Context: an optimization exercise on an open-source flow, tuned for small area. The choices shown serve that exercise and are no tape-out recipe.
At most, simulation tests tie the RTL to the original design; equivalence was not proved.
No functional check of the RTL was part of run 2.
Power figures rest on the tool's default switching activity, not on a simulated workload.

==> flow/design.v, too long to show whole: its modules and the start of the top module <==
// module color_tracker: 1513 lines
// module fa: 4 lines
// module ha: 4 lines
module color_tracker
(
    input   wire        clk         ,
    input   wire        rst_n       ,
    output  wire [15:0] pix_addr    ,
    output  wire        pix_rden    ,
    input   wire [15:0] pix_data    ,
    output  wire [7:0]  vga_r       ,
    output  wire [7:0]  vga_g       ,
    output  wire [7:0]  vga_b       ,
    output  reg         th_hsync    ,
    output  reg         th_vsync    ,
    output  wire [31:0] x_error     ,
    output  wire [31:0] h_error
 ) ;
function rge;
    input [15:0] a;
    input [15:0] b;
    integer i;
    reg c;
    begin
        c = 1'b1;
        for (i = 0; i < 16; i = i + 1)
            c = (a[i] & ~b[i]) | (~(a[i] ^ b[i]) & c);
  // ...
==> flow/flow/run.sh <==
#!/bin/bash
# The standard layout (standard.sh: the ORFS run) with these changes:
# - synthesis uses a copy of ORFS's scripts in ./scripts in which
#   * the logic is mapped with flow/abc.script, an area-oriented ABC script,
#     in place of abc_speed.script, and
#   * Yosys's adder extraction (extract_fa) runs only on the design's full
#     and half adder modules (fa, ha), not on the rest of the logic;
#   the registers are the standard synthesis's;
# - the buffers ORFS puts on every input and output port are the
#   platform's smallest buffer, sky130_fd_sc_hd__buf_1;
# - clock tree synthesis uses clkbuf_8 and inserts no dummy loads.
set -euo pipefail
rm -rf scripts
cp -r "$FLOW_HOME/scripts" scripts
cp flow/abc.script scripts/abc_speed.script
sed -i 's/^  extract_fa {\*}\[dont_use_extract_fa_args\]$/  extract_fa {*}[dont_use_extract_fa_args] fa ha/' scripts/synth.tcl
grep -q 'dont_use_extract_fa_args\] fa ha$' scripts/synth.tcl
bash standard.sh "SCRIPTS_DIR=$PWD/scripts" \
  "BUFFER_PORTS_ARGS=-buffer_cell sky130_fd_sc_hd__buf_1" \
  "CTS_ARGS=-sink_clustering_enable -repair_clock_nets -buf_list sky130_fd_sc_hd__clkbuf_8 -dont_use_dummy_load" \
  finish > standard_flow.log 2>&1
==> flow/flow/abc.script <==
&get -n
&st
&deepsyn -T 60
&dch
&nf -R 1000
&put
buffer -c
topo
stime -c
upsize -c
dnsize -c
==> flow/standard.sh <==
#!/bin/bash
# synth_recipe.tcl (not shown) runs the flow's synth.tcl, then flattens the netlist and writes it again
# the make line also repeats each setting of config.mk as NAME=value (left out here)
make -C /OpenROAD-flow-scripts/flow DESIGN_CONFIG=/design/flow/config.mk WORK_HOME=/design/flow/orfs CLKGATE_MAP_FILE= SYNTH_SCRIPT=/design/flow/synth_recipe.tcl "${@:-finish}"
==> flow/config.mk <==
export PLATFORM = sky130hd
export DESIGN_NAME = color_tracker
export DESIGN_NICKNAME = color_tracker
export VERILOG_FILES = /design/flow/design.v
export SDC_FILE = /design/flow/constraint.sdc
export NUM_CORES = 4
export LEC_CHECK = 0
export CAP_MARGIN = 20
export CORE_MARGIN = 2
export CORE_UTILIZATION = 80
export CTS_BUF_LIST = sky130_fd_sc_hd__clkbuf_8
export SLEW_MARGIN = 20
export SYNTH_HIERARCHICAL = 1
==> flow/constraint.sdc <==
create_clock -name core_clock -period 12.0 [get_ports {clk}]
set_input_delay 2.4000 -clock core_clock [delete_from_list [all_inputs] [get_ports {clk}]]
set_output_delay 2.4000 -clock core_clock [all_outputs]
set_load 0.01 [all_outputs]
==> run notes, run 1 <==
- The share of the core filled with cells in the final layout is a little over four fifths.
- After filler insertion, the fill cell instance count of the layout stands at 808.
- The net switching fraction of the power is approximately a third.
- Synthesis handed over a netlist of 1,221 instances.
- Counting the inverters off the clock network in the layout gives 67.
- Across all hold checks on the routed design, the worst slack comes to roughly 0.33 ns.
- The predominant post-synthesis flop cell is dfxtp_1.
- The share of synthesized area in the top cell type comes to 17.5%.
- The flow ran to the end and the layout has no timing, DRC or antenna violations.
- The smallest setup slack after layout is approximately 0.32 ns.
- Measured in cells, the most critical reg-to-reg path has a length of 20.
- The length of routed met2 wiring is between 10 and 15 mm.
- In this run the register-to-register setup slack is slightly above 6 ns.
- The initial core utilization is between 80% and 90%.
- The critical path capture point is h_error[20].
- The combined area of all synthesized cells is 11,500 µm².
- The most frequent cell on the critical path is fa_1.
- The most common library cell in the layout ignoring fill and taps is buf_1.
- The post-CTS resize count is 0.
- The count of final hold-check violations was 0.
- No sink is reached through more buffers than the 2 on the longest clock path.
- In the final layout, non-clock buffers account for roughly 4.3% of the cell area.
- TritonCTS built the clock tree.
- The last weighted congestion value of the routability-driven placer is ~0.95.
- The count of inserted tapcells is 180.
==> run 2, diff against run 1 <==
--- a/flow/design.v
+++ b/flow/design.v
@@ -1381,24 +1381,19 @@
         nb2 <= 1'b1;
     end else begin
         nb0 <= !target;
         nb1 <= nb0;
         nb2 <= nb1;
     end
 end
 reg rq1, rq2;
-always @(posedge clk or negedge rst_n) begin
-    if (!rst_n) begin
-        rq1 <= 1'b0;
-        rq2 <= 1'b0;
-    end else begin
-        rq1 <= 1'b1;
-        rq2 <= rq1;
-    end
+always @(posedge clk) begin
+    rq1 <= rst_n;
+    rq2 <= rq1;
 end
 wire rst_d = !rq2;
 wire       eol  = de_l && h_200;             
 wire       v163 = (v == 10'd163);
 wire [15:0] v_m4  = radd({8'd0, v[7:0]}, 16'hfffc);
 wire [15:0] h_m16 = radd({8'd0, h[7:0]}, 16'hfff0);
 wire [7:0] vl4  = v_m4[7:0];                         
 wire [7:0] hl15 = de_l ? h_m16[7:0] : 8'd241;         
@@ -1432,45 +1427,42 @@
         y0n = 8'd0;
         x1n = 8'd0;
     end
     if (rst_d)            y1n = 8'd0;
     else if (ve == C3_4)  y1n = vl4;
     else if (fd)          y1n = 8'd0;
 end
 always @(posedge clk) begin
+    if (v163 || !rst_n)   vb <= C3_0;
+    else if (vb == C3_5)  vb <= vb;
+    else if (eol)         vb <= hb16 ? nx3(vb) : C3_0;
+    if (vb != C3_5)       ve <= C3_0;
+    else if (ve == C3_5)  ve <= ve;
+    else if (eol)         ve <= (hb == C5_0) ? nx3(ve) : C3_0;
+    if ((v163 && eol) || !rst_n) cnt <= C9_0;
+    else if (!nb2 && !cnt_sat)   cnt <= nx9(cnt);
+    if (!rst_n)                                        fd <= 1'b0;
+    else if (de_l && h == 10'd191 && v[7:0] == 8'd159) fd <= !cnt_sat;
     if (!de_l)     hb <= C5_0;
     else if (hb16) hb <= hb;
     else if (!nb2) hb <= nx5(hb);
     else           hb <= C5_0;
     if (!hb16)             he <= C5_0;
     else if (he == C5_16)  he <= he;
     else if (nb2)          he <= nx5(he);
     else                   he <= C5_0;
 end
 always @(posedge clk or negedge rst_n) begin
     if (!rst_n) begin
-        vb  <= C3_0;
-        ve  <= C3_0;
-        cnt <= C9_0;
-        fd  <= 1'b0;
         x0  <= 8'd80;
         y0  <= 8'd0;
         x1  <= 8'd120;
         y1  <= 8'd50;
     end else begin
-        if (v163)             vb <= C3_0;
-        else if (vb == C3_5)  vb <= vb;
-        else if (eol)         vb <= hb16 ? nx3(vb) : C3_0;
-        if (vb != C3_5)       ve <= C3_0;
-        else if (ve == C3_5)  ve <= ve;
-        else if (eol)         ve <= (hb == C5_0) ? nx3(ve) : C3_0;
-        if (v163 && eol)           cnt <= C9_0;
-        else if (!nb2 && !cnt_sat) cnt <= nx9(cnt);
-        if (de_l && h == 10'd191 && v[7:0] == 8'd159) fd <= !cnt_sat;
         x0 <= x0n;
         y0 <= y0n;
         x1 <= x1n;
         y1 <= y1n;
     end
 end
 wire [15:0] xe = radd({8'd0, midx}, wrap ? 16'd796 : 16'd924);
 assign x_error = {{22{xe[9] & !wrap}}, xe[9:0]};
==> flow/config.mk (replaced) <==
export PLATFORM = sky130hd
export DESIGN_NAME = color_tracker
export DESIGN_NICKNAME = color_tracker
export VERILOG_FILES = /design/flow/design.v
export SDC_FILE = /design/flow/constraint.sdc
export NUM_CORES = 4
export LEC_CHECK = 0
export CAP_MARGIN = 20
export CORE_MARGIN = 2
export CORE_UTILIZATION = 65
export CTS_BUF_LIST = sky130_fd_sc_hd__clkbuf_8
export SLEW_MARGIN = 20
export SYNTH_HIERARCHICAL = 1
==> run notes, run 2 <==
- The flow ran to the end and the layout has no timing, DRC or antenna violations.
- In this run the post-CTS setup repair buffer count came out at 0.
- The fraction of post-synthesis cell area in the top cell type by area is 17.5% (-0.064 points).
- The number of detailed-routing iterations run before antenna repair is 5.
- 0 antenna diodes ended up in the layout.
- From synthesis to final layout, the design area changed by 3.19%.
- The clock net in this run drives a total of between 150 and 200 sinks.
- The final critical path time including I/O delays and setup is 11.47 ns.
- The initial core utilization is 66.7% (-16 points).
- The post-CTS resize count was 0 (unchanged).
- The clock reaches the later pin of the worst-skew pair after 0.47 ns.
- The CTS buffer count is 17.
- The number of warnings issued by yosys is 7.
- The final max-slew violation count was 0.
- Sequential cells were found to cover about a third of the synthesized design area.
- Dividing the detail-routed via count by the number of cells gives slightly below 6.
- The net count reported at finish is roughly 1,400.
- From left edge to right edge, the die measures ~140 µm.
- In the synthesized netlist the dominant register cell turns out to be dfxtp_1.
- The start-to-end type of the worst setup path is flop to primary output.
- The region available for standard cell placement spans around 17,000 µm².
- For this block, the initial DRC count from the detailed router was between 600 and 700.
- The clock tree from TritonCTS is built.
- Once detailed placement completed, the half-perimeter wirelength came to ~20 mm.
- The number of global-route vias before repair is roughly 8,500.
- The total via count after detailed routing is 8,988.
- Ranked by total cell area, the synthesized netlist is headed by fa_1, dfxtp_1, dfrtp_1.
- The share of async-settable or async-resettable flops after synthesis is between 40 and 50%.
- The highest attainable clock frequency is between 80 and 90 MHz.
- In the layout the commonest cells are buf_1, nand2_1, nor2_1.
- The clock transition time at the flip-flop clock pins of the worst setup and hold paths is ~0.08 ns.
- The height of the die is about 140 µm.
- The die footprint is around 19,000 µm².
- Yosys mapped a number of flops with a built-in enable equal to 0.
- The type of origin of the critical path is a flop.
- The combined area of all synthesized cells is 11,600 µm² (+0.37%).
- The initialized floorplan defines 48 standard-cell rows.
- The count of fill cells added during filler insertion is 1,437 (+78%).
- At the pin with the least slew margin, the transition time is 0.948 ns.
- The fraction of final layout cells with drive strength greater than 1 is approximately 5.8%.
- The number of nets produced by synthesis is between 1,000 and 1,500.
- The class of the worst hold path is flop to flop.
- Once detail routing completed, the nets flagged for antenna violations numbered 0.
- In this run the worst path has a maximum fanout of 13.
- The maximum buffer depth of the clock tree is 2 (unchanged).
- The count of final hold-check violations is 0 (unchanged).
- Entering global routing, the biggest net connects 43 pins.
- In this run, post-CTS hold repair placed 0 buffers.
- The H-tree depth is 4.
- The analysis attributes to cell leakage a power of 0.00493 µW.
- The tool flagged a number of max-cap violations equal to 0.
- For this run the aggregate overflow at the end of global routing stands at 0.
- In this run the tightest slew margin relative to its limit is a little over a third.
- Across every metal layer, demand over resource in global routing totals between 20% and 30%.
- Across the VDD grid, the largest voltage drop is 0.0969 mV.
- The wire length of the first global-routing pass is ~41 mm.
- The non-filler instance count after layout is 1,511.
- Setup violations remaining at the end of the flow were counted as 0.
- The final routed DRC violation total is 0.
- The number of antenna violations at the first check in global routing is 0.
- Sorting the synthesized cells by how often they occur yields nand2_1, nor2_1, fa_1.
- The last weighted congestion value of the routability-driven placer is 0.930 (-2.6%).
- The synthesized netlist cell count came to 1,253 (+2.6%).
- The worst slack on hold paths is 0.314 ns (-0.0175 ns).
- In this run, synthesis produced a sequential element count of roughly 170.
- The most common library cell in the layout ignoring fill and taps is buf_1.
- about 130 I/O pins were placed.
- After synthesis, the netlist uses 76 different library cells.
- The data arrival time of the critical path is ~9.1 ns.
- For this design the ratio of total power to cell area is a little over 100 nW/µm².
- The most common cell in the synthesized netlist is nand2_1.
- The required arrival time at the worst endpoint is 9.60 ns.
- The aggregate routed wire length is 25.8 mm.
- The average wire per cell in the routed design is ~17 µm.
- The setup TNS is 0 ns.
- The worst setup path is captured at a primary output.
- The clock tree skew after final layout is approximately 0.044 ns.
- The library cell occupying the most area in the post-synthesis netlist is fa_1.
- The number of instances in the placed design is 1,494.
- After layout, the worst path uses 95.6% of the clock period.
- Setup repair after global routing left no endpoint under its margin.
- The average cell area after synthesis is roughly 9.2 µm².
- In this run the tool buffered the top-level ports with around 120 buffer cells.
- The library cell used as clock root buffer is clkbuf_8.
run 2: cell types whose count changed after synthesis, sizes merged, moves of 7 or more:
cell and change:
o21ai +16, dfrtp -18, o22ai +8, nand3 +8, dfxtp +18, maj3 -7, a21o -7, nor2 +11
a21oi +8, nand2 +7
run 2: logic make-up (layout without fill, tap and decap cells):
kind of cell / Yosys count / count (layout) / synth area share (%)
buffers and inverters: 177 / 210 / 7.92
xor gates and xnor gates: 81 / 81 / 6.52
adders and majority gates: 114 / 114 / 18.8
DFF: 165 / 165 / 31.9
muxes: 7 / 7 / 0.649
and+or+nand+nor: 454 / 454 / 19.7
AOI/OAI and AO/OA: 255 / 255 / 14.4
run 2: layer usage:
metal | track usage [%] | vias up | wire length, µm
li1 | - | 4248 | -
met1 | 36.7 | 4372 | 11200
met2 | 47.6 | 323 | 12600
met3 | 5.19 | 45 | 1430
met4 | 8.48 | 0 | 532
met5 | 0 | - | 0
run 2: stage by stage:
stage                     worst slack [ns]  util [%]  power (µW)  area (µm²)
after floorplan                       1.10         -         889       11600
after global placement               0.918      67.4         946       11700
after detailed placement             0.764      67.4         952       11700
after CTS                            0.289      68.7        1250       11900
after global routing                 0.112      68.8        1320       11900
final                                0.530      68.8        1240       11900
run 2: power by group:
part / switching (µW) / internal, µW / total, µW / leakage [µW]
logic: 207 / 154 / 361 / 0.00319
registers: 16.1 / 570 / 587 / 0.00162
clock network: 169 / 125 / 294 / 0.000122
total: 392 / 849 / 1240 / 0.00493
run 2: path summary, 6_finish.rpt:
check	from	end	slack, ns	cells after the start
setup / recovery	x1[0]	h_error[31]	0.53	21
hold reg to reg	d2[3]	d3[3]	0.31	0
max in group asynchronous	rst_n	or_b[1]	9.12	2
hold / removal	d2[3]	d3[3]	0.31	0
min in group asynchronous	rst_n	y0[2]	1.91	1
setup reg to reg	y0[0]	or_g[4]	5.87	18
run 2: area by class of cell:
type	instances	area (µm²)	share of cell area, %
flip-flops and latches	165	3690	30.9
inverters	63	236	1.98
multi-input cells	911	6980	58.4
well taps	225	282	2.36
clock buffers	17	234	1.96
repair buffers	130	514	4.31
run 2: Yosys stat by module (local to each module, per instance):
module,cells,times used,flip-flops and latches
ha,1,9,0
fa,1,101,0
color_tracker,1143,1,165
run 2: critical path, stage by stage (launching register included):
cell and delay [ns]:
dfrtp_1 0.41, nand2b_1 0.18, fa_1 0.40, fa_1 0.41, fa_1 0.40, fa_1 0.39, fa_1 0.66, and2_1 0.19
fa_1 0.43, fa_1 0.51, fa_1 0.43, fa_1 0.47, fa_1 0.46, fa_1 0.41, fa_1 0.41, fa_1 0.39
fa_1 0.39, fa_1 0.39, fa_1 0.50, mux2i_1 0.19, xnor2_2 0.39, buf_1 0.21

-- re-timing with driven ports --
Ports are ideal in the flow. The routed layouts listed here were re-timed in OpenROAD. Step 1 sets driving cells, clkbuf_16 on the clock port and buf_2 on the other inputs (assumed; they add their load-dependent delay and slew). Step 2 moves the port delays by t, midway between the first and last clock arrival at a register: inputs arrive t later, outputs are due t later. That takes back most of the time a late clock gives input paths. a / b / c = ideal / step 1 / step 2; a / b = the first two.
run | t, ns | slack for setup (ns) | clock arrival spread, ns
run 1 | 0.499 | 0.321 / 0.283 / 0.783 | 0.024 / 0.023
run 2 | 0.480 | 0.530 / 0.492 / 0.972 | 0.048 / 0.048
After both steps every run listed still meets setup and hold.
